What follows belongs to an exercise in optimizing a design on an open flow for small area, a short achievable clock period and few clock cycles; a production flow would make more cautious choices. Function was checked by simulation only, so behaviour that the tests miss may differ from the original. Power is estimated from default activity; no workload was simulated.

[flow/config.mk]
export PLATFORM = sky130hd
export DESIGN_NAME = rdma_ip_decap_integrated
export DESIGN_NICKNAME = rdma_ip_decap_integrated
export VERILOG_FILES = /design/flow/design.v
export SDC_FILE = /design/flow/constraint.sdc
export NUM_CORES = 4
export LEC_CHECK = 0
export CAP_MARGIN = 20
export CORE_MARGIN = 2
export CORE_UTILIZATION = 40
export SLEW_MARGIN = 20
[flow/constraint.sdc]
create_clock -name core_clock -period 9.0 [get_ports {iClk}]
set_input_delay 1.8000 -clock core_clock [delete_from_list [all_inputs] [get_ports {iClk}]]
set_output_delay 1.8000 -clock core_clock [all_outputs]
set_load 0.01 [all_outputs]
[flow/design.v]
`timescale 1ns/1ps
module rdma_hdr_validator #(
    parameter [47:0] LOCAL_MAC  = 48'h000A35010203,
    parameter [15:0] LOCAL_PORT = 16'd5005
)(
    input  wire        clk,
    input  wire        rst_n,       
    input  wire [47:0] i_dst_mac,
    input  wire [47:0] i_src_mac,
    input  wire [15:0] i_ethertype,
    input  wire [3:0]  i_ip_version,
    input  wire [3:0]  i_ip_ihl,
    input  wire [7:0]  i_ip_protocol,
    input  wire [15:0] i_ip_total_len,
    input  wire [15:0] i_ip_checksum,
    input  wire [31:0] i_src_ip,
    input  wire [31:0] i_dst_ip,
    input  wire [15:0] i_src_port,
    input  wire [15:0] i_dst_port,
    input  wire [15:0] i_udp_len,
    input  wire [31:0] i_checksum_accum,   
    input  wire        i_hdr_valid,        
    output reg         o_hdr_ready,        
    output reg  [31:0] o_src_ip,
    output reg  [31:0] o_dst_ip,
    output reg  [15:0] o_src_port,
    output reg  [15:0] o_dst_port,
    output reg  [15:0] o_payload_len,
    output reg         o_valid,            
    input  wire        i_ready,            
    output reg         o_error,
    output reg  [3:0]  o_error_code
);
    wire rst = ~rst_n;
    localparam [3:0] ERR_NONE           = 4'd0,
                     ERR_MAC_MISMATCH   = 4'd1,
                     ERR_NOT_IPV4       = 4'd2,
                     ERR_IP_VERSION     = 4'd3,
                     ERR_IP_OPTIONS     = 4'd4,
                     ERR_IP_CHECKSUM    = 4'd5,
                     ERR_NOT_UDP        = 4'd6,
                     ERR_PORT_MISMATCH  = 4'd7,
                     ERR_LENGTH         = 4'd8,
                     ERR_FRAME_ERROR    = 4'd9;
    localparam [1:0] IDLE     = 2'b00,
                     VALIDATE = 2'b01,
                     FORWARD  = 2'b10,
                     ERROR_ST = 2'b11;
    reg [1:0] state;
    reg [47:0] lat_dst_mac;
    reg [47:0] lat_src_mac;
    reg [15:0] lat_ethertype;
    reg [3:0]  lat_ip_version;
    reg [3:0]  lat_ip_ihl;
    reg [7:0]  lat_ip_protocol;
    reg [15:0] lat_ip_total_len;
    reg [31:0] lat_checksum_accum;
    reg [31:0] lat_src_ip;
    reg [31:0] lat_dst_ip;
    reg [15:0] lat_src_port;
    reg [15:0] lat_dst_port;
    reg [15:0] lat_udp_len;
    wire mac_match      = (lat_dst_mac == LOCAL_MAC) || (lat_dst_mac == 48'hFFFFFFFFFFFF);
    wire ethertype_ok   = (lat_ethertype == 16'h0800);
    wire ip_version_ok  = (lat_ip_version == 4'd4);
    wire ip_ihl_ok      = (lat_ip_ihl == 4'd5);
    wire ip_protocol_ok = (lat_ip_protocol == 8'h11);   
    wire udp_port_ok    = (lat_dst_port == LOCAL_PORT);
    wire length_ok      = (lat_ip_total_len >= 16'd28);   
    wire [31:0] cksum_fold1 = lat_checksum_accum[15:0] + lat_checksum_accum[31:16];
    wire [15:0] cksum_final = cksum_fold1[15:0] + cksum_fold1[16];
    wire cksum_valid = (cksum_final == 16'hFFFF);
    wire all_valid = mac_match && ethertype_ok && ip_version_ok && ip_ihl_ok &&
                     ip_protocol_ok && cksum_valid && udp_port_ok && length_ok;
    wire [15:0] payload_len = lat_udp_len - 16'd8;
    function [3:0] get_error_code;
        input mac_ok, etype_ok, ipver_ok, ihl_ok, proto_ok, cksum_ok, port_ok, len_ok;
        begin
            if (!mac_ok)        get_error_code = ERR_MAC_MISMATCH;
            else if (!etype_ok) get_error_code = ERR_NOT_IPV4;
            else if (!ipver_ok) get_error_code = ERR_IP_VERSION;
            else if (!ihl_ok)   get_error_code = ERR_IP_OPTIONS;
            else if (!cksum_ok) get_error_code = ERR_IP_CHECKSUM;
            else if (!proto_ok) get_error_code = ERR_NOT_UDP;
            else if (!port_ok)  get_error_code = ERR_PORT_MISMATCH;
            else if (!len_ok)   get_error_code = ERR_LENGTH;
            else                get_error_code = ERR_NONE;
        end
    endfunction
    always @(posedge clk) begin
        if (rst) begin
            state           <= IDLE;
            o_hdr_ready     <= 1'b0;
            o_valid         <= 1'b0;
            o_error         <= 1'b0;
            o_error_code    <= ERR_NONE;
            o_src_ip        <= 32'd0;
            o_dst_ip        <= 32'd0;
            o_src_port      <= 16'd0;
            o_dst_port      <= 16'd0;
            o_payload_len   <= 16'd0;
            lat_dst_mac     <= 48'd0;
            lat_src_mac     <= 48'd0;
            lat_ethertype   <= 16'd0;
            lat_ip_version  <= 4'd0;
            lat_ip_ihl      <= 4'd0;
            lat_ip_protocol <= 8'd0;
            lat_ip_total_len <= 16'd0;
            lat_checksum_accum <= 32'd0;
            lat_src_ip      <= 32'd0;
            lat_dst_ip      <= 32'd0;
            lat_src_port    <= 16'd0;
            lat_dst_port    <= 16'd0;
            lat_udp_len     <= 16'd0;
        end else begin
            case (state)
                IDLE: begin
                    o_hdr_ready  <= 1'b1;
                    o_valid      <= 1'b0;
                    o_error      <= 1'b0;
                    o_error_code <= ERR_NONE;
                    if (i_hdr_valid && o_hdr_ready) begin
                        lat_dst_mac     <= i_dst_mac;
                        lat_src_mac     <= i_src_mac;
                        lat_ethertype   <= i_ethertype;
                        lat_ip_version  <= i_ip_version;
                        lat_ip_ihl      <= i_ip_ihl;
                        lat_ip_protocol <= i_ip_protocol;
                        lat_ip_total_len <= i_ip_total_len;
                        lat_checksum_accum <= i_checksum_accum;
                        lat_src_ip      <= i_src_ip;
                        lat_dst_ip      <= i_dst_ip;
                        lat_src_port    <= i_src_port;
                        lat_dst_port    <= i_dst_port;
                        lat_udp_len     <= i_udp_len;
                        o_hdr_ready <= 1'b0;
                        state <= VALIDATE;
                    end
                end
                VALIDATE: begin
                    if (all_valid) begin
                        o_src_ip      <= lat_src_ip;
                        o_dst_ip      <= lat_dst_ip;
                        o_src_port    <= lat_src_port;
                        o_dst_port    <= lat_dst_port;
                        o_payload_len <= payload_len;
                        o_valid       <= 1'b1;
                        state         <= FORWARD;
                    end else begin
                        o_error      <= 1'b1;
                        o_error_code <= get_error_code(mac_match, ethertype_ok, ip_version_ok,
                                                       ip_ihl_ok, ip_protocol_ok, cksum_valid,
                                                       udp_port_ok, length_ok);
                        state        <= ERROR_ST;
                    end
                end
                FORWARD: begin
                    if (i_ready && o_valid) begin
                        o_valid <= 1'b0;
                        state   <= IDLE;
                    end
                end
                ERROR_ST: begin
                    o_error <= 1'b0;
                    state   <= IDLE;
                end
                default: state <= IDLE;
            endcase
        end
    end
endmodule
`timescale 1ns/1ps
module ip_eth_rx_64_rdma (
    input  wire        iClk,
    input  wire        iRst,         
    input  wire [31:0] s_eth_tdata,
    input  wire [3:0]  s_eth_tkeep,
    input  wire        s_eth_tvalid,
    output wire        s_eth_tready,
    input  wire        s_eth_tlast,
    input  wire        s_eth_tuser,   
    output wire [31:0] m_payload_tdata,
    output wire [3:0]  m_payload_tkeep,
    output wire        m_payload_tvalid,
    input  wire        m_payload_tready,
    output wire        m_payload_tlast,
    output wire        m_payload_tuser,   
    output wire [47:0] m_hdr_dst_mac,
    output wire [47:0] m_hdr_src_mac,
    output wire [15:0] m_hdr_ethertype,
    output wire [3:0]  m_hdr_ip_version,
    output wire [3:0]  m_hdr_ip_ihl,
    output wire [7:0]  m_hdr_ip_protocol,
    output wire [15:0] m_hdr_ip_total_len,
    output wire [31:0] m_hdr_src_ip,
    output wire [31:0] m_hdr_dst_ip,
    output wire [15:0] m_hdr_src_port,
    output wire [15:0] m_hdr_dst_port,
    output wire [15:0] m_hdr_udp_len,
    output wire [31:0] m_hdr_checksum_accum,   
    output wire [15:0] m_hdr_payload_len,
    output wire        m_hdr_valid,            
    input  wire        m_hdr_ready,            
    input  wire        i_packet_accept,   
    input  wire        i_packet_drop,     
    output wire        busy,
    output wire [2:0]  o_debug_state,
    output wire        stat_pkt_received,    
    output wire        stat_pkt_dropped      
);
localparam [3:0]
    ST_IDLE       = 4'd0,    
    ST_HDR_0      = 4'd1,    
    ST_HDR_1      = 4'd2,    
    ST_HDR_2      = 4'd3,    
    ST_HDR_3      = 4'd4,    
    ST_HDR_4      = 4'd5,    
    ST_HDR_5      = 4'd6,    
    ST_HDR_6      = 4'd7,    
    ST_HDR_7      = 4'd8,    
    ST_HDR_8      = 4'd9,    
    ST_HDR_9      = 4'd10,   
    ST_TRANSITION = 4'd11,   
    ST_PAYLOAD    = 4'd12;   
reg [3:0] state_reg;
reg drop_mode;
reg waiting_validator;   
reg [31:0] hdr_beat0, hdr_beat1, hdr_beat2, hdr_beat3, hdr_beat4;
reg [31:0] hdr_beat5, hdr_beat6, hdr_beat7, hdr_beat8, hdr_beat9;
wire [47:0] rx_dst_mac_w = {hdr_beat0[7:0],   hdr_beat0[15:8],  hdr_beat0[23:16],
                            hdr_beat0[31:24], hdr_beat1[7:0],   hdr_beat1[15:8]};
wire [47:0] rx_src_mac_w = {hdr_beat1[23:16], hdr_beat1[31:24], hdr_beat2[7:0],
                            hdr_beat2[15:8],  hdr_beat2[23:16], hdr_beat2[31:24]};
wire [15:0] rx_ethertype = {hdr_beat3[7:0], hdr_beat3[15:8]};
wire [7:0]  rx_ip_ver_ihl = hdr_beat3[23:16];
wire [3:0]  rx_ip_version = rx_ip_ver_ihl[7:4];
wire [3:0]  rx_ip_ihl     = rx_ip_ver_ihl[3:0];
wire [7:0]  rx_ip_dscp_ecn = hdr_beat3[31:24];
wire [15:0] rx_ip_total_len = {hdr_beat4[7:0], hdr_beat4[15:8]};
wire [15:0] rx_ip_id = {hdr_beat4[23:16], hdr_beat4[31:24]};
wire [15:0] rx_ip_flags_frag = {hdr_beat5[7:0], hdr_beat5[15:8]};
wire [7:0]  rx_ip_ttl = hdr_beat5[23:16];
wire [7:0]  rx_ip_protocol = hdr_beat5[31:24];
wire [15:0] rx_ip_checksum = {hdr_beat6[7:0], hdr_beat6[15:8]};
wire [31:0] rx_src_ip = {hdr_beat6[23:16], hdr_beat6[31:24],
                         hdr_beat7[7:0],   hdr_beat7[15:8]};
wire [31:0] rx_dst_ip = {hdr_beat7[23:16], hdr_beat7[31:24],
                         hdr_beat8[7:0],   hdr_beat8[15:8]};
wire [15:0] rx_udp_src_port = {hdr_beat8[23:16], hdr_beat8[31:24]};
wire [15:0] rx_udp_dst_port = {hdr_beat9[7:0], hdr_beat9[15:8]};
wire [15:0] rx_udp_len = {hdr_beat9[23:16], hdr_beat9[31:24]};
wire [15:0] rx_payload_len = rx_udp_len - 16'd8;   
wire [31:0] checksum_accum =
    {rx_ip_ver_ihl, rx_ip_dscp_ecn} +      
    rx_ip_total_len +                       
    rx_ip_id +                              
    rx_ip_flags_frag +                      
    {rx_ip_ttl, rx_ip_protocol} +           
    rx_ip_checksum +                        
    rx_src_ip[31:16] + rx_src_ip[15:0] +    
    rx_dst_ip[31:16] + rx_dst_ip[15:0];     
reg [15:0] shift_reg;        
reg [2:0]  shift_count;      
reg        last_pending;     
reg        last_tuser;       
reg [31:0] m_payload_tdata_reg;
reg [3:0]  m_payload_tkeep_reg;
reg        m_payload_tvalid_reg;
reg        m_payload_tlast_reg;
reg        m_payload_tuser_reg;
reg        s_eth_tready_reg;
reg        busy_reg;
reg [47:0] hdr_dst_mac_reg;
reg [47:0] hdr_src_mac_reg;
reg [15:0] hdr_ethertype_reg;
reg [3:0]  hdr_ip_version_reg;
reg [3:0]  hdr_ip_ihl_reg;
reg [7:0]  hdr_ip_protocol_reg;
reg [15:0] hdr_ip_total_len_reg;
reg [31:0] hdr_src_ip_reg;
reg [31:0] hdr_dst_ip_reg;
reg [15:0] hdr_src_port_reg;
reg [15:0] hdr_dst_port_reg;
reg [15:0] hdr_udp_len_reg;
reg [31:0] hdr_checksum_accum_reg;
reg [15:0] hdr_payload_len_reg;
reg        hdr_valid_reg;
reg        stat_received_reg;
reg        stat_dropped_reg;
assign m_payload_tdata  = m_payload_tdata_reg;
assign m_payload_tkeep  = m_payload_tkeep_reg;
assign m_payload_tvalid = m_payload_tvalid_reg;
assign m_payload_tlast  = m_payload_tlast_reg;
assign m_payload_tuser  = m_payload_tuser_reg;
assign s_eth_tready = (state_reg == ST_PAYLOAD && !drop_mode && !last_pending) ?
                      (!m_payload_tvalid_reg || m_payload_tready) : s_eth_tready_reg;
assign busy         = busy_reg;
assign m_hdr_dst_mac        = hdr_dst_mac_reg;
assign m_hdr_src_mac        = hdr_src_mac_reg;
assign m_hdr_ethertype      = hdr_ethertype_reg;
assign m_hdr_ip_version     = hdr_ip_version_reg;
assign m_hdr_ip_ihl         = hdr_ip_ihl_reg;
assign m_hdr_ip_protocol    = hdr_ip_protocol_reg;
assign m_hdr_ip_total_len   = hdr_ip_total_len_reg;
assign m_hdr_src_ip         = hdr_src_ip_reg;
assign m_hdr_dst_ip         = hdr_dst_ip_reg;
assign m_hdr_src_port       = hdr_src_port_reg;
assign m_hdr_dst_port       = hdr_dst_port_reg;
assign m_hdr_udp_len        = hdr_udp_len_reg;
assign m_hdr_checksum_accum = hdr_checksum_accum_reg;
assign m_hdr_payload_len    = hdr_payload_len_reg;
assign m_hdr_valid          = hdr_valid_reg;
assign o_debug_state     = state_reg[2:0];   
assign stat_pkt_received = stat_received_reg;
assign stat_pkt_dropped  = stat_dropped_reg;
function [2:0] count_ones;
    input [3:0] keep;
    begin
        count_ones = keep[0] + keep[1] + keep[2] + keep[3];
    end
endfunction
always @(posedge iClk) begin
    if (!iRst) begin
        state_reg <= ST_IDLE;
        drop_mode <= 1'b0;
        waiting_validator <= 1'b0;
        hdr_beat0 <= 32'd0;
        hdr_beat1 <= 32'd0;
        hdr_beat2 <= 32'd0;
        hdr_beat3 <= 32'd0;
        hdr_beat4 <= 32'd0;
        hdr_beat5 <= 32'd0;
        hdr_beat6 <= 32'd0;
        hdr_beat7 <= 32'd0;
        hdr_beat8 <= 32'd0;
        hdr_beat9 <= 32'd0;
        m_payload_tdata_reg  <= 32'd0;
        m_payload_tkeep_reg  <= 4'd0;
        m_payload_tvalid_reg <= 1'b0;
        m_payload_tlast_reg  <= 1'b0;
        m_payload_tuser_reg  <= 1'b0;
        s_eth_tready_reg <= 1'b0;
        busy_reg         <= 1'b0;
        hdr_dst_mac_reg        <= 48'd0;
        hdr_src_mac_reg        <= 48'd0;
        hdr_ethertype_reg      <= 16'd0;
        hdr_ip_version_reg     <= 4'd0;
        hdr_ip_ihl_reg         <= 4'd0;
        hdr_ip_protocol_reg    <= 8'd0;
        hdr_ip_total_len_reg   <= 16'd0;
        hdr_src_ip_reg         <= 32'd0;
        hdr_dst_ip_reg         <= 32'd0;
        hdr_src_port_reg       <= 16'd0;
        hdr_dst_port_reg       <= 16'd0;
        hdr_udp_len_reg        <= 16'd0;
        hdr_checksum_accum_reg <= 32'd0;
        hdr_payload_len_reg    <= 16'd0;
        hdr_valid_reg          <= 1'b0;
        stat_received_reg <= 1'b0;
        stat_dropped_reg  <= 1'b0;
        shift_reg    <= 16'd0;
        shift_count  <= 3'd0;
        last_pending <= 1'b0;
        last_tuser   <= 1'b0;
    end else begin
        hdr_valid_reg     <= 1'b0;
        stat_received_reg <= 1'b0;
        stat_dropped_reg  <= 1'b0;
        if (m_payload_tvalid_reg && m_payload_tready) begin
            m_payload_tvalid_reg <= 1'b0;
            m_payload_tlast_reg  <= 1'b0;
        end
        case (state_reg)
            ST_IDLE: begin
                s_eth_tready_reg <= 1'b1;
                busy_reg         <= 1'b0;
                drop_mode        <= 1'b0;
                last_pending     <= 1'b0;
                waiting_validator <= 1'b0;
                if (s_eth_tvalid && s_eth_tready_reg) begin
                    busy_reg <= 1'b1;
                    if (s_eth_tuser) begin
                        stat_dropped_reg <= 1'b1;
                        if (s_eth_tlast) begin
                            state_reg <= ST_IDLE;
                        end else begin
                            drop_mode <= 1'b1;
                            state_reg <= ST_PAYLOAD;
                        end
                    end else if (s_eth_tlast) begin
                        stat_dropped_reg <= 1'b1;
                        state_reg        <= ST_IDLE;
                    end else begin
                        hdr_beat0 <= s_eth_tdata;
                        state_reg <= ST_HDR_0;
                    end
                end
            end
            ST_HDR_0: begin
                if (s_eth_tvalid && s_eth_tready_reg) begin
                    hdr_beat1 <= s_eth_tdata;
                    if (s_eth_tlast || s_eth_tuser) begin
                        stat_dropped_reg <= 1'b1;
                        if (s_eth_tlast) begin
                            state_reg <= ST_IDLE;
                        end else begin
                            drop_mode <= 1'b1;
                            state_reg <= ST_PAYLOAD;
                        end
                    end else begin
                        state_reg <= ST_HDR_1;
                    end
                end
            end
            ST_HDR_1: begin
                if (s_eth_tvalid && s_eth_tready_reg) begin
                    hdr_beat2 <= s_eth_tdata;
                    if (s_eth_tlast || s_eth_tuser) begin
                        stat_dropped_reg <= 1'b1;
                        if (s_eth_tlast) begin
                            state_reg <= ST_IDLE;
                        end else begin
                            drop_mode <= 1'b1;
                            state_reg <= ST_PAYLOAD;
                        end
                    end else begin
                        state_reg <= ST_HDR_2;
                    end
                end
            end
            ST_HDR_2: begin
                if (s_eth_tvalid && s_eth_tready_reg) begin
                    hdr_beat3 <= s_eth_tdata;
                    if (s_eth_tlast || s_eth_tuser) begin
                        stat_dropped_reg <= 1'b1;
                        if (s_eth_tlast) begin
                            state_reg <= ST_IDLE;
                        end else begin
                            drop_mode <= 1'b1;
                            state_reg <= ST_PAYLOAD;
                        end
                    end else begin
                        state_reg <= ST_HDR_3;
                    end
                end
            end
            ST_HDR_3: begin
                if (s_eth_tvalid && s_eth_tready_reg) begin
                    hdr_beat4 <= s_eth_tdata;
                    if (s_eth_tlast || s_eth_tuser) begin
                        stat_dropped_reg <= 1'b1;
                        if (s_eth_tlast) begin
                            state_reg <= ST_IDLE;
                        end else begin
                            drop_mode <= 1'b1;
                            state_reg <= ST_PAYLOAD;
                        end
                    end else begin
                        state_reg <= ST_HDR_4;
                    end
                end
            end
            ST_HDR_4: begin
                if (s_eth_tvalid && s_eth_tready_reg) begin
                    hdr_beat5 <= s_eth_tdata;
                    if (s_eth_tlast || s_eth_tuser) begin
                        stat_dropped_reg <= 1'b1;
                        if (s_eth_tlast) begin
                            state_reg <= ST_IDLE;
                        end else begin
                            drop_mode <= 1'b1;
                            state_reg <= ST_PAYLOAD;
                        end
                    end else begin
                        state_reg <= ST_HDR_5;
                    end
                end
            end
            ST_HDR_5: begin
                if (s_eth_tvalid && s_eth_tready_reg) begin
                    hdr_beat6 <= s_eth_tdata;
                    if (s_eth_tlast || s_eth_tuser) begin
                        stat_dropped_reg <= 1'b1;
                        if (s_eth_tlast) begin
                            state_reg <= ST_IDLE;
                        end else begin
                            drop_mode <= 1'b1;
                            state_reg <= ST_PAYLOAD;
                        end
                    end else begin
                        state_reg <= ST_HDR_6;
                    end
                end
            end
            ST_HDR_6: begin
                if (s_eth_tvalid && s_eth_tready_reg) begin
                    hdr_beat7 <= s_eth_tdata;
                    if (s_eth_tlast || s_eth_tuser) begin
                        stat_dropped_reg <= 1'b1;
                        if (s_eth_tlast) begin
                            state_reg <= ST_IDLE;
                        end else begin
                            drop_mode <= 1'b1;
                            state_reg <= ST_PAYLOAD;
                        end
                    end else begin
                        state_reg <= ST_HDR_7;
                    end
                end
            end
            ST_HDR_7: begin
                if (s_eth_tvalid && s_eth_tready_reg) begin
                    hdr_beat8 <= s_eth_tdata;
                    if (s_eth_tlast || s_eth_tuser) begin
                        stat_dropped_reg <= 1'b1;
                        if (s_eth_tlast) begin
                            state_reg <= ST_IDLE;
                        end else begin
                            drop_mode <= 1'b1;
                            state_reg <= ST_PAYLOAD;
                        end
                    end else begin
                        state_reg <= ST_HDR_8;
                    end
                end
            end
            ST_HDR_8: begin
                if (s_eth_tvalid && s_eth_tready_reg) begin
                    hdr_beat9 <= s_eth_tdata;
                    if (s_eth_tlast || s_eth_tuser) begin
                        stat_dropped_reg <= 1'b1;
                        if (s_eth_tlast) begin
                            state_reg <= ST_IDLE;
                        end else begin
                            drop_mode <= 1'b1;
                            state_reg <= ST_PAYLOAD;
                        end
                    end else begin
                        s_eth_tready_reg <= 1'b0;
                        state_reg <= ST_HDR_9;
                    end
                end
            end
            ST_HDR_9: begin
                if (!waiting_validator) begin
                    hdr_dst_mac_reg        <= rx_dst_mac_w;
                    hdr_src_mac_reg        <= rx_src_mac_w;
                    hdr_ethertype_reg      <= rx_ethertype;
                    hdr_ip_version_reg     <= rx_ip_version;
                    hdr_ip_ihl_reg         <= rx_ip_ihl;
                    hdr_ip_protocol_reg    <= rx_ip_protocol;
                    hdr_ip_total_len_reg   <= rx_ip_total_len;
                    hdr_src_ip_reg         <= rx_src_ip;
                    hdr_dst_ip_reg         <= rx_dst_ip;
                    hdr_src_port_reg       <= rx_udp_src_port;
                    hdr_dst_port_reg       <= rx_udp_dst_port;
                    hdr_udp_len_reg        <= rx_udp_len;
                    hdr_checksum_accum_reg <= checksum_accum;
                    hdr_payload_len_reg    <= rx_payload_len;
                    hdr_valid_reg          <= 1'b1;
                    waiting_validator      <= 1'b1;
                end else begin
                    if (i_packet_accept) begin
                        s_eth_tready_reg  <= 1'b1;
                        drop_mode         <= 1'b0;
                        waiting_validator <= 1'b0;
                        state_reg         <= ST_TRANSITION;
                    end else if (i_packet_drop) begin
                        s_eth_tready_reg  <= 1'b1;
                        drop_mode         <= 1'b1;
                        waiting_validator <= 1'b0;
                        stat_dropped_reg  <= 1'b1;
                        state_reg         <= ST_TRANSITION;
                    end
                end
            end
            ST_TRANSITION: begin
                if (s_eth_tvalid && s_eth_tready_reg) begin
                    if (drop_mode) begin
                        if (s_eth_tlast) begin
                            drop_mode <= 1'b0;
                            state_reg <= ST_IDLE;
                        end else begin
                            state_reg <= ST_PAYLOAD;
                        end
                    end else begin
                        shift_reg <= s_eth_tdata[31:16];
                        if (s_eth_tlast) begin
                            s_eth_tready_reg <= 1'b0;   
                            if (!m_payload_tvalid_reg || m_payload_tready) begin
                                m_payload_tdata_reg  <= {16'd0, s_eth_tdata[31:16]};
                                m_payload_tkeep_reg  <= {2'b00, s_eth_tkeep[3:2]};
                                m_payload_tvalid_reg <= (s_eth_tkeep[3:2] != 2'd0);
                                m_payload_tlast_reg  <= 1'b1;
                                m_payload_tuser_reg  <= s_eth_tuser;
                                stat_received_reg    <= 1'b1;
                                state_reg            <= ST_IDLE;
                            end else begin
                                last_pending <= 1'b1;
                                last_tuser   <= s_eth_tuser;
                                shift_count  <= {2'b00, s_eth_tkeep[3]} + {2'b00, s_eth_tkeep[2]};
                                state_reg    <= ST_PAYLOAD;
                            end
                        end else begin
                            state_reg <= ST_PAYLOAD;
                        end
                    end
                end
            end
            ST_PAYLOAD: begin
                if (drop_mode) begin
                    s_eth_tready_reg <= 1'b1;   
                    if (s_eth_tvalid && s_eth_tready_reg) begin
                        if (s_eth_tlast) begin
                            drop_mode <= 1'b0;
                            state_reg <= ST_IDLE;
                        end
                    end
                end else begin
                    s_eth_tready_reg <= !m_payload_tvalid_reg || m_payload_tready;
                    if (!m_payload_tvalid_reg || m_payload_tready) begin
                        if (last_pending) begin
                            if (shift_count > 3'd0) begin
                                m_payload_tdata_reg  <= {16'd0, shift_reg};
                                m_payload_tkeep_reg  <= (4'hF >> (3'd4 - shift_count));
                                m_payload_tvalid_reg <= 1'b1;
                                m_payload_tlast_reg  <= 1'b1;
                                m_payload_tuser_reg  <= last_tuser;
                            end
                            stat_received_reg    <= 1'b1;
                            last_pending         <= 1'b0;
                            state_reg            <= ST_IDLE;
                        end else if (s_eth_tvalid) begin
                            m_payload_tdata_reg  <= {s_eth_tdata[15:0], shift_reg};
                            m_payload_tkeep_reg  <= 4'hF;
                            m_payload_tvalid_reg <= 1'b1;
                            m_payload_tlast_reg  <= 1'b0;
                            shift_reg <= s_eth_tdata[31:16];
                            if (s_eth_tlast) begin
                                s_eth_tready_reg <= 1'b0;
                                if (count_ones(s_eth_tkeep) <= 3'd2) begin
                                    m_payload_tkeep_reg <= {s_eth_tkeep[1:0], 2'b11};
                                    m_payload_tlast_reg <= 1'b1;
                                    m_payload_tuser_reg <= s_eth_tuser;
                                    stat_received_reg   <= 1'b1;
                                    state_reg           <= ST_IDLE;
                                end else begin
                                    last_pending <= 1'b1;
                                    last_tuser   <= s_eth_tuser;
                                    shift_count  <= count_ones(s_eth_tkeep) - 3'd2;
                                end
                            end
                        end
                    end   
                end   
            end   
            default: state_reg <= ST_IDLE;
        endcase
    end
end
endmodule
`timescale 1ns/1ps
module rdma_ip_decap_integrated #(
    parameter [47:0] LOCAL_MAC  = 48'h000A35010203,
    parameter [15:0] LOCAL_PORT = 16'd5005
)(
    input  wire        iClk,
    input  wire        iRst,         
    input  wire [31:0] i_eth_axis_tdata,
    input  wire [3:0]  i_eth_axis_tkeep,
    input  wire        i_eth_axis_tvalid,
    output wire        o_eth_axis_tready,
    input  wire        i_eth_axis_tlast,
    input  wire        i_eth_axis_tuser,
    output wire [31:0] o_payload_axis_tdata,
    output wire [3:0]  o_payload_axis_tkeep,
    output wire        o_payload_axis_tvalid,
    input  wire        i_payload_axis_tready,
    output wire        o_payload_axis_tlast,
    output wire        o_payload_axis_tuser,
    output wire [31:0] o_hdr_src_ip,
    output wire [31:0] o_hdr_dst_ip,
    output wire [15:0] o_hdr_src_port,
    output wire [15:0] o_hdr_dst_port,
    output wire [15:0] o_hdr_payload_len,
    output wire        o_hdr_valid,
    output wire        o_busy,
    output wire        o_error,
    output wire [3:0]  o_error_code,
    output wire        o_stat_pkt_received,
    output wire        o_stat_pkt_dropped,
    output wire [2:0]  o_debug_state
);
wire [47:0] w_raw_dst_mac;
wire [47:0] w_raw_src_mac;
wire [15:0] w_raw_ethertype;
wire [3:0]  w_raw_ip_version;
wire [3:0]  w_raw_ip_ihl;
wire [7:0]  w_raw_ip_protocol;
wire [15:0] w_raw_ip_total_len;
wire [31:0] w_raw_src_ip;
wire [31:0] w_raw_dst_ip;
wire [15:0] w_raw_src_port;
wire [15:0] w_raw_dst_port;
wire [15:0] w_raw_udp_len;
wire [31:0] w_raw_checksum_accum;
wire [15:0] w_raw_payload_len;
wire        w_raw_hdr_valid;
wire        w_raw_hdr_ready;
wire        w_packet_accept;
wire        w_packet_drop;
wire [31:0] w_val_src_ip;
wire [31:0] w_val_dst_ip;
wire [15:0] w_val_src_port;
wire [15:0] w_val_dst_port;
wire [15:0] w_val_payload_len;
wire        w_val_valid;
wire        w_val_error;
wire [3:0]  w_val_error_code;
ip_eth_rx_64_rdma u_streaming_rx (
    .iClk(iClk),
    .iRst(iRst),
    .s_eth_tdata(i_eth_axis_tdata),
    .s_eth_tkeep(i_eth_axis_tkeep),
    .s_eth_tvalid(i_eth_axis_tvalid),
    .s_eth_tready(o_eth_axis_tready),
    .s_eth_tlast(i_eth_axis_tlast),
    .s_eth_tuser(i_eth_axis_tuser),
    .m_payload_tdata(o_payload_axis_tdata),
    .m_payload_tkeep(o_payload_axis_tkeep),
    .m_payload_tvalid(o_payload_axis_tvalid),
    .m_payload_tready(i_payload_axis_tready),
    .m_payload_tlast(o_payload_axis_tlast),
    .m_payload_tuser(o_payload_axis_tuser),
    .m_hdr_dst_mac(w_raw_dst_mac),
    .m_hdr_src_mac(w_raw_src_mac),
    .m_hdr_ethertype(w_raw_ethertype),
    .m_hdr_ip_version(w_raw_ip_version),
    .m_hdr_ip_ihl(w_raw_ip_ihl),
    .m_hdr_ip_protocol(w_raw_ip_protocol),
    .m_hdr_ip_total_len(w_raw_ip_total_len),
    .m_hdr_src_ip(w_raw_src_ip),
    .m_hdr_dst_ip(w_raw_dst_ip),
    .m_hdr_src_port(w_raw_src_port),
    .m_hdr_dst_port(w_raw_dst_port),
    .m_hdr_udp_len(w_raw_udp_len),
    .m_hdr_checksum_accum(w_raw_checksum_accum),
    .m_hdr_payload_len(w_raw_payload_len),
    .m_hdr_valid(w_raw_hdr_valid),
    .m_hdr_ready(w_raw_hdr_ready),
    .i_packet_accept(w_packet_accept),
    .i_packet_drop(w_packet_drop),
    .busy(o_busy),
    .o_debug_state(),
    .stat_pkt_received(o_stat_pkt_received),
    .stat_pkt_dropped(o_stat_pkt_dropped)
);
rdma_hdr_validator #(
    .LOCAL_MAC(LOCAL_MAC),
    .LOCAL_PORT(LOCAL_PORT)
) u_validator (
    .clk(iClk),
    .rst_n(iRst),
    .i_dst_mac(w_raw_dst_mac),
    .i_src_mac(w_raw_src_mac),
    .i_ethertype(w_raw_ethertype),
    .i_ip_version(w_raw_ip_version),
    .i_ip_ihl(w_raw_ip_ihl),
    .i_ip_protocol(w_raw_ip_protocol),
    .i_ip_total_len(w_raw_ip_total_len),
    .i_ip_checksum(16'd0),   
    .i_src_ip(w_raw_src_ip),
    .i_dst_ip(w_raw_dst_ip),
    .i_src_port(w_raw_src_port),
    .i_dst_port(w_raw_dst_port),
    .i_udp_len(w_raw_udp_len),
    .i_checksum_accum(w_raw_checksum_accum),
    .i_hdr_valid(w_raw_hdr_valid),
    .o_hdr_ready(w_raw_hdr_ready),
    .o_src_ip(w_val_src_ip),
    .o_dst_ip(w_val_dst_ip),
    .o_src_port(w_val_src_port),
    .o_dst_port(w_val_dst_port),
    .o_payload_len(w_val_payload_len),
    .o_valid(w_val_valid),
    .i_ready(1'b1),   
    .o_error(w_val_error),
    .o_error_code(w_val_error_code)
);
assign w_packet_accept = w_val_valid;
assign w_packet_drop   = w_val_error;
assign o_debug_state = 3'b000;
assign o_hdr_src_ip      = w_val_src_ip;
assign o_hdr_dst_ip      = w_val_dst_ip;
assign o_hdr_src_port    = w_val_src_port;
assign o_hdr_dst_port    = w_val_dst_port;
assign o_hdr_payload_len = w_val_payload_len;
assign o_hdr_valid       = w_val_valid;
assign o_error      = w_val_error;
assign o_error_code = w_val_error_code;
endmodule
[flow/run.sh]
#!/bin/bash
# synth_recipe.tcl (not shown) runs the flow's synth.tcl, then flattens the netlist and writes it again
# the make line also repeats each setting of config.mk as NAME=value (left out here)
make -C /OpenROAD-flow-scripts/flow DESIGN_CONFIG=/design/flow/config.mk WORK_HOME=/design/flow/orfs CLKGATE_MAP_FILE= SYNTH_SCRIPT=/design/flow/synth_recipe.tcl finish
==> run summary <==
kinds of logic (layout without fill, tap and decap cells):
logic type	count (synthesis)	after routing	share of synthesized area [%]
AND/OR/NAND/NOR	2071	2071	21.8
AO/OA/AOI/OAI	1041	1041	15.3
buffers and inverters	501	562	5.16
adder cells (fa/ha/maj)	172	172	7.90
multiplexers	22	22	0.578
XOR/XNOR	50	50	1.15
other	1	3	0.00984
flip-flops	916	916	48.1
layer usage:
layer  vias to the layer above  part of all wire (%)  GRT usage [%]
met1                     14920                    48           32.9
li1                      15543                     -              -
met2                       842                    43           33.7
met3                       127                   6.5           3.84
met5                         -                     0              0
met4                         0                   2.3           6.13
per-stage QoR:
step | area, um2 | hold slack (ns) | total power, W
3_5_place_dp | 40800 | 0.441 | 0.00446
6_report | 44100 | 0.436 | 0.00847
5_1_grt | 44100 | 0.443 | 0.00874
4_1_cts | 44100 | 0.431 | 0.00855
2_1_floorplan | 38100 | 0.431 | 0.00434
3_3_place_gp | 40800 | 0.436 | 0.00446
layout by cell type (no fill, tap or decap), types with 35 or more instances in the layout:
cell type and count:
clkdlybuf4s50_1 201, ha_1 58, nand2_1 1713, fa_1 114, buf_4 38, o21ai_0 41, clkbuf_16 99, nor2_1 129
inv_1 143, nand3_1 43, a21oi_2 50, dfxtp_1 916, xnor2_1 35, a21oi_1 825
how the worst max path moves through the flow:
stage,end,start,slack (ns)
floorplan,u_streaming_rx.hdr_checksum_accum_reg[19],u_streaming_rx.hdr_beat4[8],3.32
detailed placement,u_streaming_rx.hdr_checksum_accum_reg[17],u_streaming_rx.hdr_beat3[24],2.67
global placement,u_streaming_rx.hdr_checksum_accum_reg[19],u_streaming_rx.hdr_beat4[8],2.75
global route,u_streaming_rx.hdr_checksum_accum_reg[18],u_streaming_rx.hdr_beat3[24],2.21
CTS,u_streaming_rx.hdr_checksum_accum_reg[17],u_streaming_rx.hdr_beat3[24],2.65
finish,u_streaming_rx.hdr_checksum_accum_reg[17],u_streaming_rx.hdr_beat3[24],2.69
worst min-delay path: cells and delay by family, from the launching register on:
family / cells / cell delay [ns]
AOI/OAI and AO/OA: 1 / 0.05
and+or+nand+nor: 1 / 0.05
DFF: 1 / 0.31
where the power goes:
group / switching, W / leakage, nW / total (W) / internal [W]
clock: 0.00169 / 1.60 / 0.00409 / 0.00240
combinational: 0.000212 / 5.84 / 0.000285 / 0.0000730
sequential: 0.0000185 / 7.38 / 0.00409 / 0.00407
total: 0.00192 / 14.8 / 0.00847 / 0.00654
area by class of cell:
cell class                      instances  share of cell area (%)
Inverter                              144                    1.24
Tap cell                             1265                    3.59
Multi-Input combinational cell       3359                    40.6
Timing Repair Buffer                  246                    5.50
Clock inverter                         36                    1.10
Clock buffer                          136                    6.32
Sequential cell                       916                    41.6
==> metrics.md <==
| Metric | Value |
|---|---|
| Cell family with most CP delay | adder cells |
| Multi-input gate area | between 0.015 and 0.02 mm2 |
| RR Endpoint | u_streaming_rx.hdr_checksum_accum_reg[17] |
| Outcome | finished clean |
| R2R setup slack | roughly 2.7 ns |
| First-pass GRT wire length | 173,000 um |
| PostCTS Resize Cnt | 0 |
| WP depth | 24 |
| RSZ-0062 raised after global routing | false |
| Post-synthesis sequential area ratio | 48.1% |
| Synth-to-layout area growth | 15.7% |
| Pwr dens | a little under 200 mW/mm2 |
| # diodes | 0 |
| Top cell type by total area after synthesis | dfxtp_1 |
| Yosys warns | 2 |
| Wirelength per Cell | around 18 um |
| Post-Layout Cell Count | 6,102 |
| Final GP Congestion | just over 0.9 |
| Initial Utilization | 40.2% |
| Tcrit/Tclk final | 70.1% |
| Clk root buf | clkbuf_16 |
| CTS Buf Count | between 90 and 100 |
| R2R cell count | 24 |
| HPWL Detailed | ~70,000 um |
| Req. time, crit path | 9.59 ns |
| EDFF count, synth | 0 |
| Top cell type's share of synthesized area | 48.1% |
| Antenna-violating nets left | 0 |
| Shortest period the worst path allows | about 6.3 ns |
| CTS tree | yes |
| Worst-path fanout max | 5 |
| CTS max path bufs | 3 |
| Vias per inst | between 5 and 6 |
| Max Fclk | ~160 MHz |
| Fin nets | roughly 5,000 |
| Least-Margin Pin Slew | approximately 1.2 ns |
| Hold Path Cell Cnt | 2 |
| Min-delay src | u_streaming_rx.hdr_dst_port_reg[9] |
| Routed WL | around 110,000 um |
| Crit end category | register |
| Post CTS Setup Buffer Count | 0 |
| Sink Count | 916 |
| Peak supply drop | around 0.00016 V |
| WP data arrival | around 7 ns |
| Synth async-reset ratio | 0% |
| Initial antenna violation count | 2 |
| Vias in the first global route | between 20,000 and 30,000 |
| Die ar. | around 0.098 mm2 |
| Setup violators final | 0 |
| Mapped Area | ~0.038 mm2 |
| Yosys cell types | 73 |
| Pre-Repair DR Iteration Count | 5 |
| GR Overflow Total | 0 |
| CP peak stage delay | 0.54 ns |
| Critical Setup Path Class | reg2reg |
| DRC Markers | 0 |
| Fin Clk Skew | 0.0408 ns |
| Worst Hold End | u_validator.lat_dst_port[9] |
| Most frequent CP cell | o21ai_0 |
| Max-slew headroom | roughly 17% |
| Worst reg2reg path startpoint | u_streaming_rx.hdr_beat3[24] |
| Startpoint Class | register |
| Count leader, synth | nand2_1 |
| Clk Latency, worst-skew pair | approximately 0.7 ns |
| # rows | ~110 |
| All-layer global routing usage | between 20% and 30% |
| Crit-path cells | ha_1 -> inv_1 -> fa_1 -> nor2b_1 -> o21ai_0 -> a21oi_1 -> o21ai_0 -> a211oi_1 -> nor3_1 -> xnor2_1 -> fa_1 -> inv_1 -> fa_1 -> fa_1 -> fa_1 -> inv_1 -> ha_1 -> o21ai_0 -> o21ai_0 -> o41ai_1 -> o21a_1 -> o21ai_0 -> xnor2_1 -> o21ai_0 |
| Boundary Pins | 206 |
| Register area | roughly 0.018 mm2 |
| Die Y | ~310 um |
| Post-layout util | 46.5% |
| Syn_area_per_cell | 7.98 um2 |
| Die X | between 300 and 400 um |
| Placed cells | between 5,000 and 6,000 |
| Max_cap viols | 0 |
| Leakage power | between 10 and 15 nW |
| Number of filler cells placed in the layout | 9,473 |
| Hold buffers post-CTS | 0 |
| DRT iter0 DRCs | ~2,700 |
| Hold Path Class | reg2reg |
| Max-slew violation count | 0 |
| Number of I/O port buffers | around 200 |
| Final setup TNS | 0 ns |
| Top cells by count, synth | 1,715 x nand2_1, 916 x dfxtp_1, 825 x a21oi_1 |
| Crit path buf inv count | 3 |
| CTS HTree Levels | 3 |
| Final Hold Viols | 0 |
| Setup slack after layout | 2.69 ns |
| Slowest cell on crit path | fa_1 |
| Vias | 31,432 |
| Top post-synthesis cells by area | dfxtp_1 48%, nand2_1 17%, a21oi_1 11% |
| Share of cells above drive strength 1 | under 10% |
| Core Region | 0.0947 mm2 |
| Yosys reg bits | a little over 900 |
| Top_reg_cell synth | dfxtp_1 |
| Syn Inst Count | around 4,800 |
| Worst-path clk slew | 0.06 ns |
| Placement Setup Slack | between 2 and 3 ns |
| Pin count of the biggest net entering global routing | 206 |
Testbench counts, summed over its fixed seeds: cycles 49,527.

==> afterwards: timing with drivers on the ports <==
The flow's constraints put no driver on any port. The routed layout listed below was extracted and timed again, unchanged, in two steps. Step 1 assumes that a clkbuf_16 drives the clock port and a buf_2 every other input. Step 2 times the ports against the registers' clock, not the clock port: input delays grow and output delays shrink by t, the midpoint of the rising clock arrivals with the driver on. Slacks: ideal / step 1 / step 2; pairs: ideal / step 1.
t (ns): 0.734
setup slack, ns: 2.695 / 2.695 / 2.695
clock arrival spread, ns: 0.043 / 0.043
After both steps setup and hold are still met in this run. For this run, drivers alone change the setup slack by 0.000 ns; drivers and shift together by 0.000 ns.
